This is an optimization exercise on Yosys and OpenROAD, whose aim is small area and a short achievable clock period, not a production implementation. The RTL was checked by simulation tests, not by an equivalence proof against the original design.

Setup of P:
==> flow/design.v (excerpt) <==
module lab2_pipe (
    input clk,
    input rst,
    input start,
    input [31:0] x,
    output reg rdy,
    output [31:0] y
);
export LEC_CHECK = 0
export CAP_MARGIN = 20
export CORE_MARGIN = 2
export CORE_UTILIZATION = 70
export CTS_CLUSTER_DIAMETER = 80
export CTS_CLUSTER_SIZE = 22
export PLACE_DENSITY = 0.8
export SLEW_MARGIN = 75
export SYNTH_HIERARCHICAL = 1
create_clock -name core_clock -period 15.0 [get_ports {clk}]
standard.sh (not shown) runs the stock make flow with config.mk's settings and CLKGATE_MAP_FILE= SYNTH_SCRIPT=/design/flow/synth_recipe.tcl, a recipe that flattens the netlist after the stock synthesis.
==> flow/flow/run.sh <==
#!/bin/bash
set -euo pipefail
export BUFFER_PORTS_ARGS="-buffer_cell sky130_fd_sc_hd__buf_2"
bash standard.sh > standard_flow.log 2>&1
Setup changes, P to Q
Settings: swapping 70 for 55 in CORE_UTILIZATION; swapping 0.8 for 0.7 in PLACE_DENSITY.
Results
The non-clock buffer count number comes out lower for Q vs P.
Modified inputs, R compared to Q
Settings: CORE_UTILIZATION changed from 55 to 40; CTS_BUF_LIST newly set to sky130_fd_sc_hd__clkbuf_8; GPL_ROUTABILITY_DRIVEN newly set to 0; CTS_CLUSTER_DIAMETER changed from 80 to 60; PLACE_DENSITY changed from 0.7 to 0.6; CTS_CLUSTER_SIZE changed from 22 to 16.
Notes after the runs:
On R: worst setup slack is 0.061 ns lower than what Q gave.
R: all stages complete, timing, DRC and antenna checks passed
Count of buffers not belonging to the clock network in the layout | R below Q
From Q to R the numbers moved as follows: cell area moved up; total length of routed wires moved down.

lab2_pipe, a different RTL version from the one above (not shown whole).
Size: about 3,000 cells after synthesis.
export LEC_CHECK = 0
export CAP_MARGIN = 20
export CORE_MARGIN = 2
export CORE_UTILIZATION = 40
export CTS_CLUSTER_DIAMETER = 80
export CTS_CLUSTER_SIZE = 22
export PLACE_DENSITY = 0.6
export SLEW_MARGIN = 80
export SYNTH_HIERARCHICAL = 1
create_clock -name core_clock -period 15.0 [get_ports {clk}]
Scripts as last shown in full above: flow/flow/run.sh
The starting point produced a clean layout.
Then changed:
==> flow/run.sh (new file) <==
#!/bin/bash
# synth_recipe.tcl (not shown) runs the flow's synth.tcl, then flattens the netlist and writes it again
# the make line also repeats each setting of config.mk as NAME=value (left out here)
make -C /OpenROAD-flow-scripts/flow DESIGN_CONFIG=/design/flow/config.mk WORK_HOME=/design/flow/orfs CLKGATE_MAP_FILE= SYNTH_SCRIPT=/design/flow/synth_recipe.tcl finish
SLEW_MARGIN = 75   (was 80)
removed: flow/flow/run.sh
removed: flow/standard.sh
Effect: Final area drops by 1.6%; cell count drops by 0.86%; global-route usage is about the same; synthesized cell count stays the same; non-clock buffer count drops by 23.
Then changed:
CTS_CLUSTER_DIAMETER = default   (was 80)
CTS_CLUSTER_SIZE = default   (was 22)
SLEW_MARGIN = 20   (was 75)
- The new run finished with timing, DRC and antenna clean
- worst hold slack is worse by 14 ps
- final area stays flat
- cell count came out higher slightly
- via count came out higher slightly
Then changed:
==> flow/flow/run.sh (new file) <==
#!/bin/bash
set -euo pipefail
export BUFFER_PORTS_ARGS="-buffer_cell sky130_fd_sc_hd__buf_2"
bash standard.sh > standard_flow.log 2>&1
==> flow/standard.sh (new file) <==
#!/bin/bash
# synth_recipe.tcl (not shown) runs the flow's synth.tcl, then flattens the netlist and writes it again
# the make line also repeats each setting of config.mk as NAME=value (left out here)
make -C /OpenROAD-flow-scripts/flow DESIGN_CONFIG=/design/flow/config.mk WORK_HOME=/design/flow/orfs CLKGATE_MAP_FILE= SYNTH_SCRIPT=/design/flow/synth_recipe.tcl "${@:-finish}"
SLEW_MARGIN = 75   (was 20)
removed: flow/run.sh
=> Setup slack gets better by 470 ps; synthesized cell count is unchanged; core utilization climbs by 0.31 points; sequential share of layout area goes up by 0.35 points; clock skew rises by 5.2 ps; critical path depth increases by 2; routed wire length goes up by about 0.3%; non-clock buffer count rose by 5; global-route usage is about the same; cell count barely changes.

[afterwards: timing with drivers on the ports]
How much do the figures lean on ideal ports? The routed layouts below were timed once more, with nothing changed but the port constraints. Step 1: set_driving_cell puts a clkbuf_16 on clk and a buf_2 on each other input, an assumption about the parent block. Step 2 also shifts input and output timing later by t, the mid clock arrival at the registers, as if the neighbouring blocks saw the same clock. a / b / c = no drivers / after step 1 / after step 2; a / b = the first two.
run | t (ns) | setup WS [ns] | clock arrival spread, ns
P | 0.630 | 10.776 / 10.776 / 10.776 | 0.022 / 0.022
Q | 0.631 | 10.960 / 10.906 / 10.852 | 0.046 / 0.045
R | 0.672 | 10.899 / 10.837 / 10.858 | 0.046 / 0.047
the first run of note 2 | 0.656 | 10.630 / 10.630 / 10.630 | 0.022 / 0.022
the second run of note 2 | 0.627 | 10.505 / 10.445 / 10.241 | 0.058 / 0.058
the third run of note 2 | 0.627 | 10.244 / 10.244 / 9.722 | 0.034 / 0.034
the fourth run of note 2 | 0.623 | 10.716 / 10.716 / 10.716 | 0.040 / 0.039
After both steps every run listed still meets setup and hold. For the third run of note 2, which loses most, drivers alone change the setup slack by 0.000 ns; drivers and shift together by -0.522 ns.
